This design comes from an exercise in tuning for small area on the open sky130 flow, not from production work.
No run shown here included a check of the RTL's function; only the layout flow was run.

**config.mk**
```make
export PLATFORM = sky130hd
export DESIGN_NAME = top
export DESIGN_NICKNAME = top
export VERILOG_FILES = /design/flow/design.v
export SDC_FILE = /design/flow/constraint.sdc
export NUM_CORES = 4
export LEC_CHECK = 0
export CAP_MARGIN = 20
export CORE_MARGIN = 2
export CORE_UTILIZATION = 40
export SLEW_MARGIN = 20
```
**constraint.sdc**
```tcl
create_clock -name core_clock -period 12.0 [get_ports {clk}]
set_input_delay 2.4000 -clock core_clock [delete_from_list [all_inputs] [get_ports {clk}]]
set_output_delay 2.4000 -clock core_clock [all_outputs]
set_load 0.01 [all_outputs]
```
**design.v**
```verilog
module DeBounce (
    input  logic       clk,
    input  logic       n_reset,
    input  logic       button_in,
    input  logic       cvalid,      
    input  logic [1:0] cidx,        
    output logic       DB_out,
    output logic       col_v,       
    output logic [1:0] col_i        
);
    logic       DFF1, DFF2;
    logic [4:0] qL;
    logic       q5;
    logic [13:0] hc;               
    wire q_reset = DFF1 ^ DFF2;
    wire start   = q5 & DFF2 & ~DB_out;
    wire hc_end  = (hc == 14'b01101100110111);
    wire [13:0] hc_step = {hc[12:0], ~(hc[13] ^ hc[1] ^ hc[0])};
    always_ff @(posedge clk or negedge n_reset) begin
        if (!n_reset) begin
            DFF1   <= 1'b0;
            DFF2   <= 1'b0;
            qL     <= 5'd0;
            q5     <= 1'b0;
            DB_out <= 1'b0;
        end else begin
            DFF1 <= button_in;
            DFF2 <= DFF1;
            if (q_reset) begin
                qL <= 5'd0;
                q5 <= 1'b0;
            end else begin
                qL <= qL + 5'd1;
                q5 <= q5 | (&qL);
            end
            if (start)
                DB_out <= 1'b1;
            else if (hc_end)
                DB_out <= 1'b0;
        end
    end
    always_ff @(posedge clk) begin
        if (start) begin
            hc    <= 14'd0;
            col_v <= cvalid;
            col_i <= cidx;
        end else begin
            hc    <= hc_step;
        end
    end
endmodule
module disp_dec (
    input  logic [3:0] w,
    output logic [6:0] d
);
    always_comb begin
        case (w)
            4'h0: d = 7'b1111110;
            4'h1: d = 7'b0110000;
            4'h2: d = 7'b1101101;
            4'h3: d = 7'b1111001;
            4'h4: d = 7'b0110011;
            4'h5: d = 7'b1011011;
            4'h6: d = 7'b1011111;
            4'h7: d = 7'b1110000;
            4'h8: d = 7'b1111111;
            4'h9: d = 7'b1111011;
            default: d = 7'bxxxxxxx;
        endcase
    end
endmodule
module mux (
    input  logic [1:0]  ai,
    input  logic [15:0] cdu,
    output logic [3:0]  w
);
    always_comb begin
        case (ai)
            2'd0: w = cdu[3:0];
            2'd1: w = cdu[7:4];
            2'd2: w = cdu[11:8];
            default: w = cdu[15:12];
        endcase
    end
endmodule
module disp_controller (
    input  logic       clk,
    input  logic       n_reset,
    output logic [1:0] ai,
    output logic [3:0] a
);
    logic [11:0] count;   
    wire d_end = (count == 12'b110101010011);
    always_ff @(posedge clk or negedge n_reset) begin
        if (!n_reset) begin
            count <= 12'd0;
            ai    <= 2'd0;
        end else if (d_end) begin
            count <= 12'd0;
            ai    <= ai + 2'd1;
        end else begin
            count <= {count[10:0], ~(count[11] ^ count[0])};
        end
    end
    assign a = 4'b0001 << ai;
endmodule
module lecture (
    input  logic       clk,
    input  logic       n_reset,
    input  logic [3:0] filas_raw,
    output logic [3:0] columnas,
    output logic [3:0] sample,
    output logic       ev           
);
    logic       cvalid;
    logic [1:0] cidx;
    logic [3:0] db;
    logic [3:0] cv;
    logic [1:0] ci [4];
    columnas_fsm fsm (.clk(clk), .n_reset(n_reset), .cvalid(cvalid), .cidx(cidx), .columnas(columnas));
    genvar g;
    generate
        for (g = 0; g < 4; g++) begin : row
            DeBounce db_i (
                .clk(clk), .n_reset(n_reset), .button_in(filas_raw[g]),
                .cvalid(cvalid), .cidx(cidx),
                .DB_out(db[g]), .col_v(cv[g]), .col_i(ci[g])
            );
        end
    endgenerate
    logic       one;
    logic [1:0] r;
    logic       v;
    logic [1:0] c;
    logic [3:0] key;
    always_comb begin
        one = 1'b0; r = 2'd0; v = 1'b0; c = 2'd0;
        case (db)
            4'b1000: begin one = 1'b1; r = 2'd0; v = cv[3]; c = ci[3]; end
            4'b0100: begin one = 1'b1; r = 2'd1; v = cv[2]; c = ci[2]; end
            4'b0010: begin one = 1'b1; r = 2'd2; v = cv[1]; c = ci[1]; end
            4'b0001: begin one = 1'b1; r = 2'd3; v = cv[0]; c = ci[0]; end
            default: ;
        endcase
        key = 4'b1111;
        if (one && v) begin
            case ({r, c})
                4'b00_00: key = 4'd1;
                4'b00_01: key = 4'd2;
                4'b00_10: key = 4'd3;
                4'b00_11: key = 4'd10;
                4'b01_00: key = 4'd4;
                4'b01_01: key = 4'd5;
                4'b01_10: key = 4'd6;
                4'b01_11: key = 4'd11;
                4'b10_00: key = 4'd7;
                4'b10_01: key = 4'd8;
                4'b10_10: key = 4'd9;
                4'b10_11: key = 4'd12;
                4'b11_00: key = 4'd13;
                4'b11_01: key = 4'd0;
                4'b11_10: key = 4'd14;
                default:  key = 4'b1111;
            endcase
        end
    end
    always_ff @(posedge clk or negedge n_reset) begin
        if (!n_reset) begin
            sample <= 4'b1111;
            ev     <= 1'b0;
        end else begin
            sample <= key;
            ev     <= (key != sample) && (key != 4'b1111);
        end
    end
endmodule
module columnas_fsm (
    input  logic       clk,
    input  logic       n_reset,
    output logic       cvalid,
    output logic [1:0] cidx,
    output logic [3:0] columnas
);
    logic [9:0] count;    
    wire c_end = (count == 10'b1001111110);
    always_ff @(posedge clk or negedge n_reset) begin
        if (!n_reset) begin
            count  <= 10'd0;
            cvalid <= 1'b0;
            cidx   <= 2'd0;
        end else if (c_end) begin
            count  <= 10'd0;
            cvalid <= 1'b1;
            cidx   <= cidx + {1'b0, cvalid};
        end else begin
            count  <= {count[8:0], ~(count[9] ^ count[0])};
        end
    end
    assign columnas = cvalid ? (4'b1000 >> cidx) : 4'b0000;
endmodule
module sume (
    input  logic        clk,
    input  logic        n_reset,
    input  logic [3:0]  sample,
    input  logic        ev,
    output logic [10:0] sum,
    output logic [3:0]  debug
);
    logic [2:0]  state;
    logic [11:0] acc;
    logic [1:0]  cls;    
    assign debug = {1'b1, ~state};
    wire [3:0] s = sample;
    logic [11:0] term;
    logic [11:0] base;
    logic [1:0]  cls_n;
    logic        ovf;
    always_comb begin
        case (state)
            3'd0, 3'd3: term = s * 7'd100;
            3'd1, 3'd4: term = s * 4'd10;
            default:    term = {8'd0, s};
        endcase
        base = (state == 3'd0) ? 12'd0 : acc;
        ovf = (cls == 2'b11) || (cls == 2'b01 && s >= 4'd4) || (cls == 2'b10 && s >= 4'd14);
        if (state == 3'd3)
            cls_n = (s >= 4'd11) ? 2'b11 : (s == 4'd10) ? 2'b10 : (s == 4'd9) ? 2'b01 : 2'b00;
        else if (cls == 2'b01)
            cls_n = (s >= 4'd13) ? 2'b11 : (s == 4'd12) ? 2'b01 : (s == 4'd11) ? 2'b10 : 2'b00;
        else if (cls == 2'b10)
            cls_n = (s >= 4'd3) ? 2'b11 : (s == 4'd2) ? 2'b01 : (s == 4'd1) ? 2'b10 : 2'b00;
        else
            cls_n = cls;
    end
    wire [11:0] acc_add = base + term;
    always_ff @(posedge clk or negedge n_reset) begin
        if (!n_reset) begin
            state <= 3'd0;
            sum   <= 11'd0;
        end else if (ev) begin
            state <= (state == 3'd6) ? 3'd0 : state + 3'd1;
            if (state == 3'd6)
                sum <= acc[10:0];
        end
    end
    always_ff @(posedge clk) begin
        if (ev) begin
            case (state)
                3'd2:    acc <= {2'b00, acc_add[9:0]};
                3'd5:    acc <= acc_add - {ovf, 11'd0} - {ovf, 10'd0};
                3'd6:    acc <= acc;
                default: acc <= acc_add;
            endcase
            if (state == 3'd3 || state == 3'd4)
                cls <= cls_n;
        end
    end
endmodule
module bin_to_bcd (
    input  logic [10:0] i_bin,
    output logic [15:0] o_bcd
);
    logic [15:0] bcd;
    integer i;
    always_comb begin
        bcd = 16'd0;
        for (i = 10; i >= 0; i = i - 1) begin
            if (bcd[3:0] > 4)   bcd[3:0]   = bcd[3:0] + 4'd3;
            if (bcd[7:4] > 4)   bcd[7:4]   = bcd[7:4] + 4'd3;
            if (bcd[11:8] > 4)  bcd[11:8]  = bcd[11:8] + 4'd3;
            bcd = {bcd[14:0], i_bin[i]};
        end
        o_bcd = bcd;
    end
endmodule
module top (
    input  logic       clk,
    input  logic       n_reset,
    input  logic [3:0] filas_raw,
    output logic [6:0] d,
    output logic [3:0] a,
    output logic [3:0] columnas,
    output logic [3:0] led
);
    logic [3:0]  sample;
    logic        ev;
    logic [10:0] sum;
    logic [15:0] cdu;
    logic [1:0]  ai;
    logic [3:0]  w;
    lecture lect (.clk(clk), .n_reset(n_reset), .filas_raw(filas_raw),
                  .columnas(columnas), .sample(sample), .ev(ev));
    sume suma (.clk(clk), .n_reset(n_reset), .sample(sample), .ev(ev),
               .sum(sum), .debug(led));
    bin_to_bcd conv (.i_bin(sum), .o_bcd(cdu));
    disp_controller controller (.clk(clk), .n_reset(n_reset), .ai(ai), .a(a));
    mux mux (.ai(ai), .cdu(cdu), .w(w));
    disp_dec decoder (.w(w), .d(d));
endmodule
```
**run.sh**
```bash
#!/bin/bash
# synth_recipe.tcl (not shown) runs the flow's synth.tcl, then flattens the netlist and writes it again
# the make line also repeats each setting of config.mk as NAME=value (left out here)
make -C /OpenROAD-flow-scripts/flow DESIGN_CONFIG=/design/flow/config.mk WORK_HOME=/design/flow/orfs CLKGATE_MAP_FILE= SYNTH_SCRIPT=/design/flow/synth_recipe.tcl finish
```
==> flow_metrics.tcl, run 1 <==
set metrics [dict create \
    startpoint_type "flip-flop" \
    fin_util 0.4473 \
    netlist_instances 1086 \
    ys_seq_area_frac 0.3856 \
    wl_per_cell_um 13.85 \
    hpwl_mm 14.05 \
    avgSynthCellArea_um2 9.383 \
    syn-cell-area_um2 10190 \
    cts_tree "yes" \
    htree_levels 4 \
    cp_data_arrival_time_ns 8.79 \
    vias 7600 \
    grt_start_max_net_pins 73 \
    io_buffer_count 23 \
    max_slew_margin 0.3631 \
    crit_fanout 11 \
    drtPass1Iterations 6 \
    clk_pin_slew_ns 0.07 \
    fin_cells 1426 \
    via_per_inst 5.330 \
    required_ns 9.60 \
    clkLatencyLatePin_ns 0.42 \
    path_class "reg2out" \
    die_y_um 163.6 \
    hold_viol 0 \
    die_area_um2 26770 \
    rows 58 \
    syn_to_final_growth_pct 10.23 \
    outcome "no timing/DRC/antenna violations" \
    layout_setup_ws_ns 0.8138 \
    fin_crit_sh 0.9322 \
    grt_pass1_wl_mm 33.54 \
    met2WireLength_mm 9.392 \
    cts_resized 0 \
    cts.sinks 163 \
    period_needed_ns 11.19 \
    grt_pass1_vias 7043 \
    synth-edff-count 25 \
    post_cts_buffers 0 \
    yosysWarnings 9 \
    crit_family "compound AO/OA/AOI/OAI gates" \
    track_usage 0.1514 \
    final-setup-viol-count 0 \
    timing.fmax_mhz 89.40 \
    core_um2 25110 \
    ys_ff_latch 163 \
    fillers 2462 \
    dp_cells 1394 \
    layout-drive-gt1-share 0.08303 \
    cts_buffer_depth 2 \
    hold_slack_ns 0.3817 \
    finalMaxSlewViolations 0 \
    maxCapViolCount 0 \
    io_pins 25 \
    final_cell_mix "nor2_1 (90), dfrtp_1 (78), ha_1 (75)" \
    root_buffer "clkbuf_16" \
    async_flop_share 0.5031 \
    rsz0062_at_grt "no" \
    n_antenna_cell 0 \
    synthFlopType "dfrtp_1" \
    fin_skew_ns 0.008534 \
    syn_nets 1170 \
    multi_input_area_um2 5771 \
    worst_path_largest_cell_delay_ns 0.73 \
    crit_buf_inv 4 \
    tns_ns 0 \
    finalWirelength_mm 19.75 \
    initial_core_util 0.4058 \
    top_layer_used "met4" \
    wl_met3_um 368 \
    cp-end-kind "output pin" \
    drc 0 \
    path_common_cell "ha_1" \
    cts_hold_buffers 0 \
    dp_slack_ns 1.297 \
    hold_class "reg2reg" \
    final_common_cell "nor2_1" \
    die_w_um 163.6 \
    slowest_stage "o2bb2ai_1" \
    drt-initial-drc-count 499 \
    ys_types 108 \
    ff2ff_setup_slack_ns 7.61 \
    wirelength_met1_mm 9.704 \
    drtAntennaViolNets 0 \
    regArea_um2 3929 \
    overflow 0 \
    tightest_slew_ns 0.9553 \
    cts_buffers 17 \
    antenna_found_initial 0 \
    fin_nets 1167 \
    gp_congestion 0.8356 \
]
==> sequential cells by signal, summed over array words and instances (netlist names), 8 cells and up <==
register,count
lect.row.db_i.hc,56
lect.row.db_i.qL,20
controller.count,12
suma.acc,11
suma.sum,11
lect.fsm.count,10
lect.row.db_i.col_i,8
==> layout make-up <==
class,count,share of cell area
flip-flops and latches,163,0.3498
multi-input cells,807,0.5138
repair buffers,24,0.02094
clock buffers,17,0.03787
well taps,330,0.03676
clock inverters,15,0.01749
inverters,70,0.02339
==> metrics by stage <==
step | area (um^2)
2_1_floorplan | 10190
3_3_place_gp | 10610
3_5_place_dp | 10610
4_1_cts | 11230
5_1_grt | 11230
6_report | 11230
==> final timing paths <==
kind	depth (start not counted)	endpoint	startpoint
max	29	d[3]	suma.sum[8]
min in group asynchronous	1	lect.fsm.count[0]	n_reset
max in group asynchronous	2	suma.sum[4]	n_reset
max reg2reg	18	suma.acc[10]	suma.state[0]
min	0	controller.count[3]	controller.count[2]
min reg2reg	0	controller.count[3]	controller.count[2]
==> worst reg2reg max path: cells and delay by family (launching register included) <==
kind | cells | cell delay, ns
adder cells (fa/ha/maj) | 2 | 0.67
XOR/XNOR | 2 | 0.33
AND/OR/NAND/NOR | 2 | 0.29
buffers and inverters | 1 | 0.24
AO/OA/AOI/OAI | 11 | 2.05
flip-flops | 1 | 0.54
==> Yosys cell counts, drive strengths merged, types with 5 or more instances <==
master | number | area share
nor2 | 91 | 0.034
dfrtp | 78 | 0.19
ha | 75 | 0.092
and2 | 74 | 0.045
inv | 70 | 0.026
nand2 | 68 | 0.025
dfxtp | 56 | 0.11
o21ai | 51 | 0.025
a21oi | 44 | 0.023
xnor2 | 40 | 0.034
nand3 | 33 | 0.016
clkbuf | 28 | 0.010
edfxtp | 25 | 0.074
nor2b | 21 | 0.013
nor3 | 19 | 0.0098
buf | 18 | 0.012
mux2 | 18 | 0.020
and3 | 17 | 0.011
xor2 | 17 | 0.015
a31oi | 16 | 0.010
nand2b | 12 | 0.0074
a22oi | 11 | 0.0086
nor4 | 11 | 0.0074
o31ai | 11 | 0.0099
or2 | 11 | 0.0070
mux2i | 10 | 0.010
nand4 | 10 | 0.0061
a21o | 9 | 0.0066
or3 | 9 | 0.0055
nor4bb | 8 | 0.0079
o211ai | 8 | 0.0059
o21a | 6 | 0.0044
a211o | 5 | 0.0043
a211oi | 5 | 0.0042
a221oi | 5 | 0.0049
==> per-layer routing <==
| layer | track usage | up-vias |
|---|---|---|
| met5 | 0 | - |
| met3 | 0.02133 | 22 |
| met1 | 0.2033 | 3602 |
| li1 | - | 3865 |
| met4 | 0.05263 | 0 |
| met2 | 0.2496 | 111 |
==> logic make-up (layout without fill, tap and decap cells) <==
| logic type | after synthesis | after routing | share of synthesized area |
|---|---|---|---|
| AOI/OAI and AO/OA | 236 | 236 | 0.1685 |
| DFF | 163 | 163 | 0.3856 |
| adders and majority gates | 79 | 79 | 0.09897 |
| xor gates and xnor gates | 59 | 59 | 0.05415 |
| other | 1 | 1 | 0.0003680 |
| buffers and inverters | 116 | 126 | 0.04813 |
| and+or+nand+nor | 404 | 404 | 0.2139 |
| muxes | 28 | 28 | 0.03045 |
==> run 2, diff against run 1 <==
--- a/design.v
+++ b/design.v
@@ -203,27 +203,61 @@
     input  logic        n_reset,
     input  logic [3:0]  sample,
     input  logic        ev,
-    output logic [10:0] sum,
+    output logic [15:0] cdu,
     output logic [3:0]  debug
 );
-    logic [2:0]  state;
-    logic [11:0] acc;
-    logic [1:0]  cls;    
+    logic [2:0] state;
+    logic [1:0] M;
+    logic [3:0] H, T, U;
+    logic [1:0] cls;    
+    logic [1:0] sM;
+    logic [3:0] sH, sT, sU;
     assign debug = {1'b1, ~state};
     wire [3:0] s = sample;
-    logic [11:0] term;
-    logic [11:0] base;
-    logic [1:0]  cls_n;
-    logic        ovf;
+    wire first = (state == 3'd0);
+    wire p_h = (state == 3'd0) || (state == 3'd3);
+    wire p_t = (state == 3'd1) || (state == 3'd4);
+    wire p_u = (state == 3'd2) || (state == 3'd5);
+    function automatic logic [5:0] dadd(input logic [3:0] x, input logic [3:0] y);
+        logic [4:0] t;
+        t = {1'b0, x} + {1'b0, y};
+        if (t >= 5'd20)      dadd = {2'd2, 4'(t - 5'd20)};
+        else if (t >= 5'd10) dadd = {2'd1, 4'(t - 5'd10)};
+        else                 dadd = {2'd0, t[3:0]};
+    endfunction
+    logic [3:0] bU, bT, bH;
+    logic [1:0] bM;
+    logic [5:0] ru, rt, rh;
+    logic [1:0] m1;
+    logic [3:0] u2, t2, h2;
+    logic [3:0] u3, t3, h3;
+    logic [1:0] m3;
+    logic       r, b0, b1, b2;
+    logic [1:0] cls_n;
     always_comb begin
-        case (state)
-            3'd0, 3'd3: term = s * 7'd100;
-            3'd1, 3'd4: term = s * 4'd10;
-            default:    term = {8'd0, s};
-        endcase
-        base = (state == 3'd0) ? 12'd0 : acc;
-        ovf = (cls == 2'b11) || (cls == 2'b01 && s >= 4'd4) || (cls == 2'b10 && s >= 4'd14);
-        if (state == 3'd3)
+        bU = first ? 4'd0 : U;
+        bT = first ? 4'd0 : T;
+        bH = first ? 4'd0 : H;
+        bM = first ? 2'd0 : M;
+        ru = dadd(bU, p_u ? s : 4'd0);
+        rt = dadd(bT, (p_t ? s : 4'd0) | {2'b00, ru[5:4]});
+        rh = dadd(bH, (p_h ? s : 4'd0) | {2'b00, rt[5:4]});
+        m1 = bM + rh[5:4];
+        u2 = ru[3:0];
+        t2 = rt[3:0];
+        h2 = rh[3:0];
+        r = p_u && ((cls == 2'b11) || (cls == 2'b01 && s >= 4'd4) || (cls == 2'b10 && s >= 4'd14));
+        b0 = u2 < 4'd4;
+        u3 = b0 ? u2 + 4'd6 : u2 - 4'd4;
+        b1 = t2 < 4'd2 + {3'd0, b0};
+        t3 = b1 ? t2 + 4'd8 - {3'd0, b0} : t2 - 4'd2 - {3'd0, b0};
+        b2 = (h2 == 4'd0) && b1;
+        h3 = b2 ? 4'd9 : h2 - {3'd0, b1};
+        m3 = m1 - 2'd1 - {1'b0, b2};
+        if (!r) begin
+            u3 = u2; t3 = t2; h3 = h2; m3 = m1;
+        end
+        if (p_h)
             cls_n = (s >= 4'd11) ? 2'b11 : (s == 4'd10) ? 2'b10 : (s == 4'd9) ? 2'b01 : 2'b00;
         else if (cls == 2'b01)
             cls_n = (s >= 4'd13) ? 2'b11 : (s == 4'd12) ? 2'b01 : (s == 4'd11) ? 2'b10 : 2'b00;
@@ -232,46 +266,34 @@
         else
             cls_n = cls;
     end
-    wire [11:0] acc_add = base + term;
     always_ff @(posedge clk or negedge n_reset) begin
         if (!n_reset) begin
             state <= 3'd0;
-            sum   <= 11'd0;
+            sM <= 2'd0;
+            sH <= 4'd0;
+            sT <= 4'd0;
+            sU <= 4'd0;
         end else if (ev) begin
             state <= (state == 3'd6) ? 3'd0 : state + 3'd1;
-            if (state == 3'd6)
-                sum <= acc[10:0];
+            if (state == 3'd6) begin
+                sM <= M;
+                sH <= H;
+                sT <= T;
+                sU <= U;
+            end
         end
     end
     always_ff @(posedge clk) begin
-        if (ev) begin
-            case (state)
-                3'd2:    acc <= {2'b00, acc_add[9:0]};
-                3'd5:    acc <= acc_add - {ovf, 11'd0} - {ovf, 10'd0};
-                3'd6:    acc <= acc;
-                default: acc <= acc_add;
-            endcase
-            if (state == 3'd3 || state == 3'd4)
-                cls <= cls_n;
-        end
-    end
-endmodule
-module bin_to_bcd (
-    input  logic [10:0] i_bin,
-    output logic [15:0] o_bcd
-);
-    logic [15:0] bcd;
-    integer i;
-    always_comb begin
-        bcd = 16'd0;
-        for (i = 10; i >= 0; i = i - 1) begin
-            if (bcd[3:0] > 4)   bcd[3:0]   = bcd[3:0] + 4'd3;
-            if (bcd[7:4] > 4)   bcd[7:4]   = bcd[7:4] + 4'd3;
-            if (bcd[11:8] > 4)  bcd[11:8]  = bcd[11:8] + 4'd3;
-            bcd = {bcd[14:0], i_bin[i]};
+        if (ev && state != 3'd6) begin
+            M <= m3;
+            H <= h3;
+            T <= t3;
+            U <= u3;
         end
-        o_bcd = bcd;
+        if (ev && (p_h || p_t))
+            cls <= cls_n;
     end
+    assign cdu = {2'b00, sM, sH, sT, sU};
 endmodule
 module top (
     input  logic       clk,
@@ -284,15 +306,13 @@
 );
     logic [3:0]  sample;
     logic        ev;
-    logic [10:0] sum;
     logic [15:0] cdu;
     logic [1:0]  ai;
     logic [3:0]  w;
     lecture lect (.clk(clk), .n_reset(n_reset), .filas_raw(filas_raw),
                   .columnas(columnas), .sample(sample), .ev(ev));
     sume suma (.clk(clk), .n_reset(n_reset), .sample(sample), .ev(ev),
-               .sum(sum), .debug(led));
-    bin_to_bcd conv (.i_bin(sum), .o_bcd(cdu));
+               .cdu(cdu), .debug(led));
     disp_controller controller (.clk(clk), .n_reset(n_reset), .ai(ai), .a(a));
     mux mux (.ai(ai), .cdu(cdu), .w(w));
     disp_dec decoder (.w(w), .d(d));
==> flow/run.sh (new file) <==
#!/bin/bash
# Layout flow: the standard synthesis, then the combinational logic of
# the synthesized netlist is re-mapped by ABC for area (flip-flops untouched,
# same names and cell types), then the standard layout from floorplan on.
set -euo pipefail
HERE=$(pwd)
RES=$HERE/orfs/results/sky130hd/top/base
LIB=$FLOW_HOME/platforms/sky130hd/lib/sky130_fd_sc_hd__tt_025C_1v80.lib

# 1. standard synthesis (netlist only)
bash standard.sh $RES/1_2_yosys.v > synth_standard.log 2>&1
cp $RES/1_2_yosys.v $HERE/std_netlist.v

# 2. re-map combinational logic
SEQ=$(tr '\n' ' ' < flow/seq_cells.txt)
cat > resynth.ys <<EOY
read_liberty -ignore_miss_func $LIB
blackbox $SEQ
read_verilog $HERE/std_netlist.v
hierarchy -top top
flatten
opt -full
abc -liberty $LIB -script $HERE/flow/resynth.abc -dont_use *lpflow* -dont_use *probe* -dont_use *diode* -dont_use *clkdly* -dont_use *dlygate*
opt_clean -purge
hilomap -singleton -hicell sky130_fd_sc_hd__conb_1 HI -locell sky130_fd_sc_hd__conb_1 LO
stat -liberty $LIB
write_verilog -noattr -nohex -nodec $RES/1_2_yosys.v
EOY
yosys -s resynth.ys > resynth.log 2>&1

# 3. standard layout on the re-mapped netlist
bash standard.sh > layout.log 2>&1
==> flow/resynth.abc (new file) <==
strash; &get -n; &deepsyn -T 60; &put; strash; &get -n; &dch -f; &nf -R 1000; &put
==> flow/seq_cells.txt (new file) <==
sky130_fd_sc_hd__dfbbn_1
sky130_fd_sc_hd__dfbbn_2
sky130_fd_sc_hd__dfbbp_1
sky130_fd_sc_hd__dfrbp_1
sky130_fd_sc_hd__dfrbp_2
sky130_fd_sc_hd__dfrtn_1
sky130_fd_sc_hd__dfrtp_1
sky130_fd_sc_hd__dfrtp_2
sky130_fd_sc_hd__dfrtp_4
sky130_fd_sc_hd__dfsbp_1
sky130_fd_sc_hd__dfsbp_2
sky130_fd_sc_hd__dfstp_1
sky130_fd_sc_hd__dfstp_2
sky130_fd_sc_hd__dfstp_4
sky130_fd_sc_hd__dfxbp_1
sky130_fd_sc_hd__dfxbp_2
sky130_fd_sc_hd__dfxtp_1
sky130_fd_sc_hd__dfxtp_2
sky130_fd_sc_hd__dfxtp_4
sky130_fd_sc_hd__dlrbn_1
sky130_fd_sc_hd__dlrbn_2
sky130_fd_sc_hd__dlrbp_1
sky130_fd_sc_hd__dlrbp_2
sky130_fd_sc_hd__dlrtn_1
sky130_fd_sc_hd__dlrtn_2
sky130_fd_sc_hd__dlrtn_4
sky130_fd_sc_hd__dlrtp_1
sky130_fd_sc_hd__dlrtp_2
sky130_fd_sc_hd__dlrtp_4
sky130_fd_sc_hd__dlxbn_1
sky130_fd_sc_hd__dlxbn_2
sky130_fd_sc_hd__dlxbp_1
sky130_fd_sc_hd__dlxtn_1
sky130_fd_sc_hd__dlxtn_2
sky130_fd_sc_hd__dlxtn_4
sky130_fd_sc_hd__dlxtp_1
sky130_fd_sc_hd__edfxbp_1
sky130_fd_sc_hd__edfxtp_1
sky130_fd_sc_hd__lpflow_inputisolatch_1
sky130_fd_sc_hd__sdfbbn_1
sky130_fd_sc_hd__sdfbbn_2
sky130_fd_sc_hd__sdfbbp_1
sky130_fd_sc_hd__sdfrbp_1
sky130_fd_sc_hd__sdfrbp_2
sky130_fd_sc_hd__sdfrtn_1
sky130_fd_sc_hd__sdfrtp_1
sky130_fd_sc_hd__sdfrtp_2
sky130_fd_sc_hd__sdfrtp_4
sky130_fd_sc_hd__sdfsbp_1
sky130_fd_sc_hd__sdfsbp_2
sky130_fd_sc_hd__sdfstp_1
sky130_fd_sc_hd__sdfstp_2
sky130_fd_sc_hd__sdfstp_4
sky130_fd_sc_hd__sdfxbp_1
sky130_fd_sc_hd__sdfxbp_2
sky130_fd_sc_hd__sdfxtp_1
sky130_fd_sc_hd__sdfxtp_2
sky130_fd_sc_hd__sdfxtp_4
sky130_fd_sc_hd__sedfxbp_1
sky130_fd_sc_hd__sedfxbp_2
sky130_fd_sc_hd__sedfxtp_1
sky130_fd_sc_hd__sedfxtp_2
sky130_fd_sc_hd__sedfxtp_4
==> standard.sh (new file) <==
#!/bin/bash
# synth_recipe.tcl (not shown) runs the flow's synth.tcl, then flattens the netlist and writes it again
# the make line also repeats each setting of config.mk as NAME=value (left out here)
make -C /OpenROAD-flow-scripts/flow DESIGN_CONFIG=/design/flow/config.mk WORK_HOME=/design/flow/orfs CLKGATE_MAP_FILE= SYNTH_SCRIPT=/design/flow/synth_recipe.tcl "${@:-finish}"
--- a/config.mk
+++ b/config.mk
@@ -7,5 +7,5 @@
 export LEC_CHECK = 0
 export CAP_MARGIN = 20
 export CORE_MARGIN = 2
-export CORE_UTILIZATION = 40
+export CORE_UTILIZATION = 70
 export SLEW_MARGIN = 20
removed: run.sh
==> run 2 against run 1 <==
  * Area after synthesis decreased by 32%
  * Sequential share of layout area increased by 17 points
  * Critical path depth increased by 17
  * Non-clock buffer count increased by 1
  * Critical endpoint is now suma.M[1]
  * Largest cell class is now sequential cells
==> flow_metrics.tcl, run 2 <==
set metrics [dict create \
    regMostFlops "lect.row.db_i.hc" \
    hold_viol 0 \
    hpwl_mm 8.591 \
    r2r-start "suma.state[1]" \
    cts_tree "yes" \
    yosysWarnings 8 \
    track_usage 0.2778 \
    die_w_um 103.3 \
    root_buffer "clkbuf_8" \
    gp_congestion 0.8446 \
    rr_worst_depth 46 \
    fin_cells 837 \
    fin_util 0.8136 \
    io_pins 25 \
    cp-endpoint "suma.M[1]" \
    netlist_instances 647 \
    avgSynthCellArea_um2 10.67 \
    grt_pass1_vias 4755 \
    period_needed_ns 8.542 \
    timing.fmax_mhz 117.1 \
    rows 36 \
    crit_buf_inv 1 \
    final-setup-viol-count 0 \
    fin_nets 697 \
    rsz0062_at_grt "no" \
    ff2ff_setup_slack_ns 3.46 \
    wl_per_cell_um 16.30 \
    startpoint_type "flip-flop" \
    layout-drive-gt1-share 0.05256 \
    r2r_end "suma.M[1]" \
    max_slew_margin 0.3619 \
    path_depth 46 \
    drtPass1Iterations 5 \
    cts.sinks 169 \
    via_per_inst 5.816 \
    path_class "reg2reg" \
    tightest_slew_ns 0.9498 \
    required_ns 12.28 \
    path_common_cell "a21oi_1" \
    cp_data_arrival_time_ns 8.82 \
    grt_start_max_net_pins 86 \
    drtAntennaViolNets 0 \
    antenna_found_initial 0 \
    core_um2 9684 \
    maxCapViolCount 0 \
    finalWirelength_mm 13.64 \
    grt_pass1_wl_mm 22.25 \
    overflow 0 \
    cts_buffer_depth 2 \
    io_buffer_count 23 \
    post_cts_buffers 0 \
    die_y_um 103.3 \
    hold_class "reg2reg" \
    crit_fanout 7 \
    htree_levels 4 \
    worst_path_largest_cell_delay_ns 0.44 \
    initial_core_util 0.7125 \
    syn_to_final_growth_pct 14.18 \
    die_area_um2 10670 \
    fin_crit_sh 0.7119 \
    vias 4868 \
    largest_reg_flops 56 \
    finalMaxSlewViolations 0 \
    drt-initial-drc-count 241 \
    fin_skew_ns 0.009756 \
    dp_cells 805 \
    cts_resized 0 \
    crit_family "compound AO/OA/AOI/OAI gates" \
    n_antenna_cell 0 \
    syn-cell-area_um2 6900 \
    reg.largest.list "lect.row.db_i.hc (56), lect.row.db_i.qL (20), controller.count (12)" \
    cts_hold_buffers 0 \
    slowest_stage "dfrtp_1" \
    tns_ns 0 \
    outcome "no timing/DRC/antenna violations" \
    cp-end-kind "flip-flop" \
    drc 0 \
    final_cell_mix "dfrtp_1 (81), nand2_1 (68), dfxtp_1 (56)" \
    syn_nets 653 \
    cts_buffers 17 \
    clk_pin_slew_ns 0.07 \
    final_common_cell "dfrtp_1" \
    whs_path_depth 0 \
    clkLatencyLatePin_ns 0.54 \
    crit_start "suma.state[1]" \
]
==> run 2: how the worst min path moves through the flow <==
stage | from | to | slack, ns
after floorplan | controller.count[9] | controller.count[10] | 0.35
after global placement | controller.count[2] | controller.count[3] | 0.35
after detailed placement | controller.count[9] | controller.count[10] | 0.36
after CTS | controller.count[9] | controller.count[10] | 0.37
after global routing | lect.fsm.count[7] | lect.fsm.count[8] | 0.39
final | controller.count[9] | controller.count[10] | 0.37
==> run 2: stage by stage <==
stage,hold slack [ns],setup slack [ns],instance area [um^2]
floorplan,0.3454,4.745,6900
global placement,0.3537,4.413,7310
detailed placement,0.3618,3.770,7310
CTS,0.3708,3.604,7875
global route,0.3883,2.342,7879
finish,0.3705,3.458,7879
==> run 2: cell type report <==
| class | count | area (um^2) |
|---|---|---|
| repair buffers | 25 | 246.5 |
| clock inverters | 11 | 95.09 |
| fillers | 584 | 1805 |
| clock buffers | 21 | 470.5 |
| flip-flops and latches | 169 | 4094 |
| well taps | 133 | 166.4 |
| multi-input cells | 457 | 2728 |
| inverters | 21 | 78.83 |
==> run 2: metal layers <==
metal	routed length [um]	global-route usage
met5	0	0
met1	5571	0.3321
met3	738	0.08199
met2	7040	0.4690
met4	293	0.1225
==> run 3, diff against run 2 <==
--- a/config.mk
+++ b/config.mk
@@ -8,4 +8,5 @@
 export CAP_MARGIN = 20
 export CORE_MARGIN = 2
 export CORE_UTILIZATION = 70
+export CTS_BUF_LIST = sky130_fd_sc_hd__clkbuf_8
 export SLEW_MARGIN = 20
==> run 3 against run 2 <==
  * Global-route usage fell by 1.8 points
  * Sequential share of layout area rose by 1.2 points
  * Worst hold slack improved by 0.0035 ns
  * Clock-buffer cell count fell by 2
  * Sequential cell count did not move
  * Setup slack got worse by 0.024 ns
  * Non-clock buffer count did not move
  * Final area fell by 2.2%
  * Wire length fell by 7.7%
  * Via count fell by 1.4%
==> flow_metrics.tcl, run 3 <==
set metrics [dict create \
    fin_cells 837 \
    fin_nets 697 \
    drc 0 \
    fillers 631 \
    post_cts_buffers 0 \
    max_slew_margin 0.3536 \
    antenna_found_initial 0 \
    hold_class "reg2reg" \
    overflow 0 \
    rsz0062_at_grt "no" \
    path_common_cell "a21oi_1" \
    core_um2 9684 \
    rows 36 \
    slowest_stage "dfrtp_1" \
    holdPathEnd "controller.count[6]" \
    syn_nets 653 \
    crit_fanout 7 \
    cts_hold_buffers 0 \
    finalWirelength_mm 12.60 \
    final_cell_mix "dfrtp_1 (81), nand2_1 (68), dfxtp_1 (56)" \
    initial_core_util 0.7125 \
    multi_input_area_um2 2728 \
    grt_pass1_wl_mm 21.09 \
    drt-initial-drc-count 222 \
    startpoint_type "flip-flop" \
    required_ns 12.20 \
    avgSynthCellArea_um2 10.67 \
    gp_congestion 0.8446 \
    n_antenna_cell 0 \
    drtPass1Iterations 5 \
    worst_path_largest_cell_delay_ns 0.45 \
    drtAntennaViolNets 0 \
    hpwl_mm 8.591 \
    cp-end-kind "flip-flop" \
    met2WireLength_mm 6.424 \
    wirelength_met1_mm 5.449 \
    die_area_um2 10670 \
    reg.largest.list "lect.row.db_i.hc (56), lect.row.db_i.qL (20), controller.count (12)" \
    fin_skew_ns 0.01054 \
    die_y_um 103.3 \
    ff2ff_setup_slack_ns 3.43 \
    regMostFlops "lect.row.db_i.hc" \
    cts_tree "yes" \
    cts_buffers 17 \
    layout-drive-gt1-share 0.05256 \
    cts_buffer_depth 2 \
    hold_viol 0 \
    track_usage 0.2599 \
    finalMaxSlewViolations 0 \
    outcome "no timing/DRC/antenna violations" \
    largest_reg_flops 56 \
    grt_start_max_net_pins 86 \
    die_w_um 103.3 \
    maxCapViolCount 0 \
    final-setup-viol-count 0 \
    crit_start "suma.state[1]" \
    r2r-start "suma.state[1]" \
    clk_pin_slew_ns 0.08 \
    whs_path_depth 0 \
    dp_slack_ns 3.770 \
    place_area_um2 7310 \
    wl_per_cell_um 15.05 \
    root_buffer "clkbuf_8" \
    netlist_instances 647 \
    final_common_cell "dfrtp_1" \
    cts_resized 0 \
    top_layer_used "met4" \
    vias 4800 \
    layout_setup_ws_ns 3.434 \
    fin_crit_sh 0.7139 \
    rr_worst_depth 46 \
    wl_met3_um 507 \
    dp_cells 805 \
    period_needed_ns 8.566 \
    hp-start "controller.count[5]" \
    cp_data_arrival_time_ns 8.76 \
    tns_ns 0 \
    htree_levels 4 \
    syn-cell-area_um2 6900 \
    syn_to_final_growth_pct 11.64 \
    io_pins 25 \
    clkLatencyLatePin_ns 0.45 \
    r2r_end "suma.M[1]" \
    via_per_inst 5.735 \
    path_class "reg2reg" \
    grt_pass1_vias 4625 \
    timing.fmax_mhz 116.7 \
    yosysWarnings 8 \
    tightest_slew_ns 0.9622 \
    fin_area_um2 7704 \
    io_buffer_count 23 \
    fin_util 0.7955 \
    regArea_um2 4094 \
    cts.sinks 169 \
]
## run 3: area by class of cell
class                   count  share of cell area
clock buffers              19             0.03395
clock inverters            13             0.01673
inverters                  21             0.01023
multi-input cells         457              0.3541
flip-flops and latches    169              0.5314
well taps                 133             0.02160
repair buffers             25             0.03200
## run 3: how the worst max path moves through the flow
| stage | slack, ns | to |
|---|---|---|
| global route | 2.34 | suma.M[1] |
| floorplan | 4.75 | suma.M[1] |
| CTS | 3.63 | suma.M[1] |
| finish | 3.43 | suma.M[1] |
| global placement | 4.41 | suma.M[1] |
| detailed placement | 3.77 | suma.M[1] |
## run 3: worst max-delay path: cells and delay by family (launching register included)
kind | cells | cell delay (ns)
compound gates | 25 | 4.68
simple gates | 17 | 2.36
buf+inv | 1 | 0.18
xor+xnor | 3 | 0.66
flops | 1 | 0.45
## run 3: layer usage
metal  GRT usage  up-vias
met4      0.1043        0
met1      0.3236     2341
met5           0        -
met2      0.4376       98
met3     0.06653       23
li1            -     2338
## run 3: stage by stage
step / hold slack (ns)
after floorplan: 0.3454
after global placement: 0.3537
after detailed placement: 0.3618
after CTS: 0.3734
after global routing: 0.3917
final: 0.3740
==> run 4, diff against run 3 <==
--- a/design.v
+++ b/design.v
@@ -1,21 +1,23 @@
-module DeBounce (
+module DeBounce #(
+    parameter bit LAST_ROW = 1'b0    
+) (
     input  logic       clk,
     input  logic       n_reset,
     input  logic       button_in,
     input  logic       cvalid,      
     input  logic [1:0] cidx,        
     output logic       DB_out,
-    output logic       col_v,       
-    output logic [1:0] col_i        
+    output logic [2:0] col          
 );
-    logic       DFF1, DFF2;
-    logic [4:0] qL;
-    logic       q5;
-    logic [13:0] hc;               
+    logic        DFF1, DFF2;
+    logic [4:0]  qL;
+    logic        q5;
+    logic [13:0] hc;
     wire q_reset = DFF1 ^ DFF2;
     wire start   = q5 & DFF2 & ~DB_out;
-    wire hc_end  = (hc == 14'b01101100110111);
-    wire [13:0] hc_step = {hc[12:0], ~(hc[13] ^ hc[1] ^ hc[0])};
+    wire hc_end  = (hc == 14'b10000011110110);
+    wire [13:0] hc_step = {~hc[12:0], hc[0] ^ hc[4] ^ hc[13]};
+    wire [4:0] q_step = {~qL[3:0], qL[1] ^ qL[4] ^ (qL[3:0] == 4'b0101)};
     always_ff @(posedge clk or negedge n_reset) begin
         if (!n_reset) begin
             DFF1   <= 1'b0;
@@ -30,7 +32,7 @@
                 qL <= 5'd0;
                 q5 <= 1'b0;
             end else begin
-                qL <= qL + 5'd1;
+                qL <= q_step;
                 q5 <= q5 | (&qL);
             end
             if (start)
@@ -39,14 +41,24 @@
                 DB_out <= 1'b0;
         end
     end
-    always_ff @(posedge clk) begin
-        if (start) begin
-            hc    <= 14'd0;
-            col_v <= cvalid;
-            col_i <= cidx;
-        end else begin
-            hc    <= hc_step;
+    generate
+        if (LAST_ROW) begin : g_last
+            logic [1:0] cc;
+            always_ff @(posedge clk)
+                if (start) cc <= cvalid ? cidx : 2'd3;
+            assign col = {cc != 2'd3, cc};
+        end else begin : g_row
+            logic [2:0] cc;
+            always_ff @(posedge clk)
+                if (start) cc <= {cvalid, cidx};
+            assign col = cc;
         end
+    endgenerate
+    always_ff @(posedge clk) begin
+        if (start)
+            hc <= 14'd0;
+        else
+            hc <= hc_step;
     end
 endmodule
 module disp_dec (
@@ -89,8 +101,8 @@
     output logic [1:0] ai,
     output logic [3:0] a
 );
-    logic [11:0] count;   
-    wire d_end = (count == 12'b110101010011);
+    logic [11:0] count;
+    wire d_end = (count == 12'b011001100010);
     always_ff @(posedge clk or negedge n_reset) begin
         if (!n_reset) begin
             count <= 12'd0;
@@ -99,7 +111,7 @@
             count <= 12'd0;
             ai    <= ai + 2'd1;
         end else begin
-            count <= {count[10:0], ~(count[11] ^ count[0])};
+            count <= {~count[10:0], count[11] ^ count[0]};
         end
     end
     assign a = 4'b0001 << ai;
@@ -115,16 +127,15 @@
     logic       cvalid;
     logic [1:0] cidx;
     logic [3:0] db;
-    logic [3:0] cv;
-    logic [1:0] ci [4];
+    logic [2:0] cl [4];
     columnas_fsm fsm (.clk(clk), .n_reset(n_reset), .cvalid(cvalid), .cidx(cidx), .columnas(columnas));
     genvar g;
     generate
         for (g = 0; g < 4; g++) begin : row
-            DeBounce db_i (
+            DeBounce #(.LAST_ROW(g == 0)) db_i (
                 .clk(clk), .n_reset(n_reset), .button_in(filas_raw[g]),
                 .cvalid(cvalid), .cidx(cidx),
-                .DB_out(db[g]), .col_v(cv[g]), .col_i(ci[g])
+                .DB_out(db[g]), .col(cl[g])
             );
         end
     endgenerate
@@ -136,10 +147,10 @@
     always_comb begin
         one = 1'b0; r = 2'd0; v = 1'b0; c = 2'd0;
         case (db)
-            4'b1000: begin one = 1'b1; r = 2'd0; v = cv[3]; c = ci[3]; end
-            4'b0100: begin one = 1'b1; r = 2'd1; v = cv[2]; c = ci[2]; end
-            4'b0010: begin one = 1'b1; r = 2'd2; v = cv[1]; c = ci[1]; end
-            4'b0001: begin one = 1'b1; r = 2'd3; v = cv[0]; c = ci[0]; end
+            4'b1000: begin one = 1'b1; r = 2'd0; {v, c} = cl[3]; end
+            4'b0100: begin one = 1'b1; r = 2'd1; {v, c} = cl[2]; end
+            4'b0010: begin one = 1'b1; r = 2'd2; {v, c} = cl[1]; end
+            4'b0001: begin one = 1'b1; r = 2'd3; {v, c} = cl[0]; end
             default: ;
         endcase
         key = 4'b1111;
@@ -181,8 +192,8 @@
     output logic [1:0] cidx,
     output logic [3:0] columnas
 );
-    logic [9:0] count;    
-    wire c_end = (count == 10'b1001111110);
+    logic [9:0] count;
+    wire c_end = (count == 10'b1110101011);
     always_ff @(posedge clk or negedge n_reset) begin
         if (!n_reset) begin
             count  <= 10'd0;
@@ -193,7 +204,7 @@
             cvalid <= 1'b1;
             cidx   <= cidx + {1'b0, cvalid};
         end else begin
-            count  <= {count[8:0], ~(count[9] ^ count[0])};
+            count  <= {~count[8:0], count[9] ^ count[0]};
         end
     end
     assign columnas = cvalid ? (4'b1000 >> cidx) : 4'b0000;
--- a/flow/run.sh
+++ b/flow/run.sh
@@ -28,5 +28,8 @@
 EOY
 yosys -s resynth.ys > resynth.log 2>&1
 
-# 3. standard layout on the re-mapped netlist
-bash standard.sh > layout.log 2>&1
+# 3. standard layout on the re-mapped netlist; clock tree and port buffer
+#    choices from flow/cts_args.txt and flow/port_buf.txt
+CTS_ARGS_V=$(cat flow/cts_args.txt)
+PORT_BUF=$(cat flow/port_buf.txt)
+bash standard.sh "CTS_ARGS=$CTS_ARGS_V" "BUFFER_PORTS_ARGS=-buffer_cell $PORT_BUF" finish > layout.log 2>&1
==> flow/cts_args.txt (new file) <==
-sink_clustering_enable -repair_clock_nets -dont_use_dummy_load -buf_list sky130_fd_sc_hd__clkbuf_8
==> flow/port_buf.txt (new file) <==
sky130_fd_sc_hd__buf_1
--- a/config.mk
+++ b/config.mk
@@ -8,5 +8,4 @@
 export CAP_MARGIN = 20
 export CORE_MARGIN = 2
 export CORE_UTILIZATION = 70
-export CTS_BUF_LIST = sky130_fd_sc_hd__clkbuf_8
 export SLEW_MARGIN = 20
==> run 4 against run 3 <==
  * Clock skew is 0.025 ns higher
  * Utilization is 2.7 points lower
  * Final area is 8.7% lower
  * Still clean
  * Critical path depth is 7 lower
==> flow_metrics.tcl, run 4 <==
set metrics [dict create \
    reg.largest.list "lect.row.db_i.hc (56), lect.row.db_i.qL (20), controller.count (12)" \
    drtAntennaViolNets 0 \
    core_um2 9153 \
    cts_resized 0 \
    timing.fmax_mhz 125.0 \
    maxCapViolCount 0 \
    netlist_instances 624 \
    cp_data_arrival_time_ns 8.19 \
    syn_nets 630 \
    drt-initial-drc-count 187 \
    clk_pin_slew_ns 0.09 \
    grt_start_max_net_pins 86 \
    track_usage 0.2537 \
    avgSynthCellArea_um2 10.49 \
    htree_levels 4 \
    final_cell_mix "nor2_1 (112), dfrtp_1 (81), nand2_1 (60)" \
    grt_pass1_wl_mm 19.85 \
    yosysWarnings 9 \
    cts_hold_buffers 0 \
    layout-drive-gt1-share 0.03604 \
    startpoint_type "flip-flop" \
    rsz0062_at_grt "no" \
    overflow 0 \
    crit_buf_inv 0 \
    cp-end-kind "flip-flop" \
    vias 4631 \
    path_class "reg2reg" \
    hold_viol 0 \
    rows 35 \
    hpwl_mm 8.354 \
    finalWirelength_mm 11.83 \
    gp_congestion 0.9322 \
    crit_fanout 9 \
    period_needed_ns 8.002 \
    antenna_found_initial 0 \
    fin_util 0.7681 \
    fin_nets 674 \
    root_buffer "clkbuf_8" \
    cts.sinks 168 \
    cts_buffer_depth 2 \
    cts_buffers 17 \
    fillers 634 \
    largest_reg_flops 56 \
    grt_pass1_vias 4401 \
    required_ns 12.18 \
    clkLatencyLatePin_ns 0.45 \
    fin_crit_sh 0.6668 \
    wl_per_cell_um 15.23 \
    final-setup-viol-count 0 \
    die_y_um 100.7 \
    io_buffer_count 23 \
    hold_class "reg2reg" \
    drtPass1Iterations 5 \
    fin_skew_ns 0.03551 \
    die_w_um 100.7 \
    n_antenna_cell 0 \
    finalMaxSlewViolations 0 \
    worst_path_largest_cell_delay_ns 0.48 \
    crit_family "compound AO/OA/AOI/OAI gates" \
    tns_ns 0 \
    syn-cell-area_um2 6549 \
    via_per_inst 5.960 \
    slowest_stage "dfrtp_1" \
    syn_to_final_growth_pct 7.356 \
    cts_tree "yes" \
    final_common_cell "nor2_1" \
    io_pins 25 \
    regMostFlops "lect.row.db_i.hc" \
    path_common_cell "a21oi_1" \
    initial_core_util 0.7155 \
    tightest_slew_ns 1.055 \
    hold_slack_ns 0.3901 \
    drc 0 \
    max_slew_margin 0.2939 \
    post_cts_buffers 0 \
    die_area_um2 10150 \
    outcome "no timing/DRC/antenna violations" \
]
[run 4: cell type report]
type | count | area, um^2 | share of cell area
multi-input combinational | 432 | 2395 | 0.3406
sequential | 168 | 4064 | 0.5780
timing repair buffer | 25 | 108.9 | 0.01548
clock buffer | 17 | 234.0 | 0.03328
inverter | 24 | 90.09 | 0.01281
tap | 111 | 138.9 | 0.01975
[run 4: worst register-to-register path: cells and delay by family, from the launching register on]
| kind | cells | cell delay, ns |
|---|---|---|
| AOI/OAI and AO/OA | 24 | 4.85 |
| and+or+nand+nor | 12 | 1.58 |
| xor gates and xnor gates | 2 | 0.52 |
| DFF | 1 | 0.48 |
| muxes | 1 | 0.26 |
[run 4: routing by layer]
layer / vias to the layer above / wire (um) / GRT usage
met1: 2206 / 5234 / 0.3251
met3: 21 / 592 / 0.06657
met5: - / 0 / 0
met2: 143 / 5796 / 0.4113
li1: 2261 / - / -
met4: 0 / 207 / 0.1085
[run 4: worst paths after layout]
kind	startpoint	endpoint	slack [ns]	cells after the start
setup / recovery	suma.state[0]	suma.M[1]	4.00	39
hold / removal	lect.row[1].db_i.hc[6]	lect.row[1].db_i.hc[7]	0.39	1
setup reg to reg	suma.state[0]	suma.M[1]	4.00	39
hold reg to reg	lect.row[1].db_i.hc[6]	lect.row[1].db_i.hc[7]	0.39	1
max in group asynchronous	n_reset	lect.row[1].db_i.DB_out	9.36	2
min in group asynchronous	n_reset	suma.sM[0]	2.12	2
[run 4: through the flow]
stage / instance area (um^2) / setup WS (ns) / instances
3_3_place_gp: 6793 / 4.769 / 760
5_1_grt: 7030 / 3.052 / 777
3_5_place_dp: 6793 / 4.266 / 760
2_1_floorplan: 6549 / 5.303 / 624
4_1_cts: 7027 / 4.182 / 777
6_report: 7030 / 3.998 / 777
==> run 5, diff against run 4 <==
==> flow/cts_args.txt (replaced) <==
-sink_clustering_enable -repair_clock_nets -dont_use_dummy_load -buf_list sky130_fd_sc_hd__clkbuf_8 -sink_clustering_size 20 -sink_clustering_max_diameter 60
--- a/config.mk
+++ b/config.mk
@@ -7,5 +7,5 @@
 export LEC_CHECK = 0
 export CAP_MARGIN = 20
 export CORE_MARGIN = 2
-export CORE_UTILIZATION = 70
+export CORE_UTILIZATION = 85
 export SLEW_MARGIN = 20
==> run 5 against run 4 <==
  * Still clean on timing, DRC and antenna
  * Sequential cell count did not move
  * Critical path depth fell by 1
  * First-iteration DRC count rose to 3.3 times the previous value
  * Non-clock buffer count did not move
  * Setup slack got worse by 0.51 ns
  * Synthesized cell count did not move
  * Clock-buffer cell count did not move
  * Register-to-register slack got worse by 0.51 ns
  * Maximum frequency fell by 6.0%
  * Critical endpoint unchanged
  * Highest routed layer unchanged
==> flow_metrics.tcl, run 5 <==
set metrics [dict create \
    path_common_cell "a21oi_1" \
    io_buffer_count 23 \
    fin_area_um2 7022 \
    tns_ns 0 \
    finalMaxSlewViolations 0 \
    core_um2 7607 \
    vias 5179 \
    cts_buffer_depth 2 \
    fin_nets 674 \
    cts.sinks 168 \
    grt_pass1_wl_mm 25.76 \
    finalWirelength_mm 16.03 \
    regArea_um2 4064 \
    avgSynthCellArea_um2 10.49 \
    cp-end-kind "flip-flop" \
    whs_path_depth 1 \
    track_usage 0.4064 \
    drc 0 \
    syn_nets 630 \
    crit_fanout 9 \
    grt_start_max_net_pins 86 \
    post_cts_buffers 0 \
    cp_data_arrival_time_ns 8.69 \
    final_cell_mix "nor2_1 (111), dfrtp_1 (81), nand2_1 (60)" \
    hpwl_mm 10.24 \
    netlist_instances 624 \
    final_common_cell "nor2_1" \
    startpoint_type "flip-flop" \
    maxCapViolCount 0 \
    n_antenna_cell 0 \
    root_buffer "clkbuf_8" \
    syn_to_final_growth_pct 7.222 \
    slowest_stage "dfrtp_1" \
    outcome "no timing/DRC/antenna violations" \
    die_w_um 91.78 \
    tightest_slew_ns 1.080 \
    clk_pin_slew_ns 0.08 \
    fin_crit_sh 0.7093 \
    cts_hold_buffers 0 \
    fin_skew_ns 0.03172 \
    reg.largest.list "lect.row.db_i.hc (56), lect.row.db_i.qL (20), controller.count (12)" \
    drt-initial-drc-count 623 \
    largest_reg_flops 56 \
    drtPass1Iterations 6 \
    rsz0062_at_grt "no" \
    hold_slack_ns 0.4045 \
    cts_tree "yes" \
    yosysWarnings 9 \
    initial_core_util 0.8609 \
    worst_path_largest_cell_delay_ns 0.47 \
    required_ns 12.18 \
    cts_buffers 17 \
    drtAntennaViolNets 0 \
    grt_pass1_vias 5214 \
    fillers 266 \
    cts_resized 0 \
    hold_class "reg2reg" \
    die_y_um 91.78 \
    place_area_um2 6774 \
    antenna_found_initial 0 \
    period_needed_ns 8.512 \
    io_pins 25 \
    path_class "reg2reg" \
    gp_congestion 0.9018 \
    wl_per_cell_um 20.87 \
    final-setup-viol-count 0 \
    timing.fmax_mhz 117.5 \
    max_slew_margin 0.2796 \
    clkLatencyLatePin_ns 0.46 \
    syn-cell-area_um2 6549 \
    overflow 0 \
    die_area_um2 8423 \
    via_per_inst 6.743 \
    rr_worst_depth 38 \
    rows 32 \
    htree_levels 4 \
    hold_viol 0 \
    layout-drive-gt1-share 0.03754 \
    regMostFlops "lect.row.db_i.hc" \
    multi_input_area_um2 2397 \
]
## run 5: cell count changes in the layout (fill, tap and decap cells not counted), sizes merged
| cell | change |
|---|---|
| buf | +1 |
| clkbuf | -1 |
## run 5: worst paths after layout
kind | startpoint | end | slack (ns)
max | suma.state[0] | suma.M[1] | 3.49
min | lect.row[0].db_i.hc[10] | lect.row[0].db_i.hc[11] | 0.40
max reg2reg | suma.state[0] | suma.M[1] | 3.49
min reg2reg | lect.row[0].db_i.hc[10] | lect.row[0].db_i.hc[11] | 0.40
max in group asynchronous | n_reset | lect.row[0].db_i.DB_out | 9.49
min in group asynchronous | n_reset | suma.sU[3] | 1.97
## run 5: metal layers
layer / wire length (um) / GRT usage / vias to the layer above
met1: 5510 / 0.4679 / 2404
met5: 0 / 0 / -
met3: 1327 / 0.07313 / 122
met2: 8294 / 0.7200 / 400
met4: 893 / 0.2251 / 0
li1: - / - / 2253
## run 5: final cells by class
| cell class | instances | area share |
|---|---|---|
| inverter | 24 | 0.01283 |
| sequential | 168 | 0.5788 |
| clock buffer | 17 | 0.03332 |
| tap | 102 | 0.01818 |
| timing repair buffer | 25 | 0.01550 |
| multi-input combinational | 432 | 0.3414 |
## run 5: critical path: cells and delay by family, from the launching register on
kind            cells  cell delay [ns]
mux                 1             0.33
compound gates     24             5.18
simple gates       11             1.67
flops               1             0.47
xor+xnor            2             0.58
## run 5: per-stage QoR
step | util | setup WS (ns) | instances
2_1_floorplan | - | 5.303 | 624
3_3_place_gp | 0.8905 | 4.863 | 750
3_5_place_dp | 0.8905 | 4.031 | 750
4_1_cts | 0.9212 | 3.803 | 767
5_1_grt | 0.9230 | 2.541 | 768
6_report | 0.9230 | 3.488 | 768
==> run 6, diff against run 5 <==
==> flow/cts_args.txt (replaced) <==
-sink_clustering_enable -repair_clock_nets -dont_use_dummy_load -buf_list sky130_fd_sc_hd__clkbuf_8 -sink_clustering_size 30 -sink_clustering_max_diameter 100
--- a/config.mk
+++ b/config.mk
@@ -7,5 +7,5 @@
 export LEC_CHECK = 0
 export CAP_MARGIN = 20
 export CORE_MARGIN = 2
-export CORE_UTILIZATION = 85
+export CORE_UTILIZATION = 70
 export SLEW_MARGIN = 20
==> run 6 against run 5 <==
  * First-iteration DRC count fell by 70%
  * Clock skew rose by 0.0038 ns
  * Via count fell by 11%
  * Final cell count rose by 1.2%
  * Critical endpoint unchanged
  * Largest cell class unchanged
==> flow_metrics.tcl, run 6 <==
set metrics [dict create \
    tns_ns 0 \
    r2r_end "suma.M[1]" \
    place_area_um2 6793 \
    cts_buffer_depth 2 \
    grt_pass1_vias 4401 \
    cp-endpoint "suma.M[1]" \
    largest_reg_flops 56 \
    cts_buffers 17 \
    fin_crit_sh 0.6668 \
    syn-cell-area_um2 6549 \
    gp_congestion 0.9322 \
    core_um2 9153 \
    n_antenna_cell 0 \
    hpwl_mm 8.354 \
    crit_start "suma.state[0]" \
    slowest_stage "dfrtp_1" \
    grt_start_max_net_pins 86 \
    layout-drive-gt1-share 0.03604 \
    drc 0 \
    hold_class "reg2reg" \
    htree_levels 4 \
    ff2ff_setup_slack_ns 4.00 \
    die_y_um 100.7 \
    cts_tree "yes" \
    root_buffer "clkbuf_8" \
    regMostFlops "lect.row.db_i.hc" \
    rows 35 \
    avgSynthCellArea_um2 10.49 \
    die_w_um 100.7 \
    grt_pass1_wl_mm 19.85 \
    cts.sinks 168 \
    startpoint_type "flip-flop" \
    netlist_instances 624 \
    drt-initial-drc-count 187 \
    wl_per_cell_um 15.23 \
    path_class "reg2reg" \
    period_needed_ns 8.002 \
    r2r-start "suma.state[0]" \
    final-setup-viol-count 0 \
    track_usage 0.2537 \
    fillers 634 \
    antenna_found_initial 0 \
    rr_worst_depth 39 \
    finalMaxSlewViolations 0 \
    path_common_cell "a21oi_1" \
    io_buffer_count 23 \
    clk_pin_slew_ns 0.09 \
    reg.largest.list "lect.row.db_i.hc (56), lect.row.db_i.qL (20), controller.count (12)" \
    dp_cells 760 \
    syn_nets 630 \
    hold_viol 0 \
    fin_area_um2 7030 \
    timing.fmax_mhz 125.0 \
    overflow 0 \
    drtAntennaViolNets 0 \
    maxCapViolCount 0 \
    crit_fanout 9 \
    finalWirelength_mm 11.83 \
    multi_input_area_um2 2395 \
    drtPass1Iterations 5 \
    rsz0062_at_grt "no" \
    cp_data_arrival_time_ns 8.19 \
    clkLatencyLatePin_ns 0.45 \
    fin_nets 674 \
    post_cts_buffers 0 \
    cp-end-kind "flip-flop" \
    cts_resized 0 \
    yosysWarnings 9 \
    required_ns 12.18 \
    fin_skew_ns 0.03551 \
    initial_core_util 0.7155 \
    final_cell_mix "nor2_1 (112), dfrtp_1 (81), nand2_1 (60)" \
    outcome "no timing/DRC/antenna violations" \
    tightest_slew_ns 1.055 \
    max_slew_margin 0.2939 \
    via_per_inst 5.960 \
    regArea_um2 4064 \
    worst_path_largest_cell_delay_ns 0.48 \
    syn_to_final_growth_pct 7.356 \
    final_common_cell "nor2_1" \
    fin_cells 777 \
    die_area_um2 10150 \
    cts_hold_buffers 0 \
    vias 4631 \
    io_pins 25 \
]
[run 6: worst min path at each step]
| stage | cells after the start | startpoint | end |
|---|---|---|---|
| 2_1_floorplan | 0 | lect.row[0].db_i.DFF1 | lect.row[0].db_i.DFF2 |
| 3_3_place_gp | 0 | lect.row[0].db_i.DFF1 | lect.row[0].db_i.DFF2 |
| 3_5_place_dp | 0 | lect.row[0].db_i.DFF1 | lect.row[0].db_i.DFF2 |
| 4_1_cts | 1 | lect.row[1].db_i.hc[6] | lect.row[1].db_i.hc[7] |
| 5_1_grt | 1 | lect.row[1].db_i.hc[6] | lect.row[1].db_i.hc[7] |
| 6_report | 1 | lect.row[1].db_i.hc[6] | lect.row[1].db_i.hc[7] |
[run 6: layout make-up]
| class | instances | area share |
|---|---|---|
| flip-flops and latches | 168 | 0.5780 |
| inverters | 24 | 0.01281 |
| repair buffers | 25 | 0.01548 |
| well taps | 111 | 0.01975 |
| clock buffers | 17 | 0.03328 |
| multi-input cells | 432 | 0.3406 |
[run 6: metal layers]
metal | routed length [um] | share of wire | GRT usage | up-vias
li1 | - | - | - | 2261
met1 | 5234 | 0.44 | 0.3251 | 2206
met2 | 5796 | 0.49 | 0.4113 | 143
met3 | 592 | 0.050 | 0.06657 | 21
met4 | 207 | 0.017 | 0.1085 | 0
met5 | 0 | 0 | 0 | -
[run 6: critical path, delay by kind of cell, from the launching register on]
family	cells	cell delay (ns)
simple gates	12	1.58
compound gates	24	4.85
xor+xnor	2	0.52
flops	1	0.48
mux	1	0.26
[run 6: metrics by stage]
stage | setup slack, ns | hold WS, ns | util
after floorplan | 5.303 | 0.3718 | -
after global placement | 4.769 | 0.3803 | 0.7422
after detailed placement | 4.266 | 0.3852 | 0.7422
after CTS | 4.182 | 0.3928 | 0.7677
after global routing | 3.052 | 0.3930 | 0.7681
final | 3.998 | 0.3901 | 0.7681

[separate check: timing with driven ports]
How much do the figures lean on ideal ports? The routed layouts below were timed once more, with nothing changed but the port constraints.
Step 1, drivers: a clkbuf_16 drives clk and a buf_2 each remaining input, both assumed.
Step 2, shift: input delay + t, output delay - t, t = (earliest + latest rising clock arrival at the registers) / 2. This alone moves slack from input paths to output paths.
Slacks: ideal ports / drivers / drivers and shift; pairs: ideal ports / drivers.
run	t, ns	slack for setup (ns)	hold WS [ns]	clock arrival spread, ns	worst slew at a driven data input, ns
run 1	0.461	0.814 / 0.773 / 1.234	0.382 / 0.382 / 0.382	0.013 / 0.014	0.03
run 2	0.569	3.458 / 3.458 / 3.458	0.371 / 0.371 / 0.371	0.012 / 0.013	0.05
run 3	0.480	3.434 / 3.434 / 3.434	0.374 / 0.374 / 0.374	0.012 / 0.011	0.04
run 4	0.469	3.998 / 3.998 / 3.998	0.390 / 0.390 / 0.390	0.035 / 0.036	0.04
run 5	0.482	3.488 / 3.488 / 3.488	0.404 / 0.404 / 0.404	0.043 / 0.043	0.05
run 6	0.469	3.998 / 3.998 / 3.998	0.390 / 0.390 / 0.390	0.035 / 0.036	0.04
After both steps setup and hold are still met in every run listed.
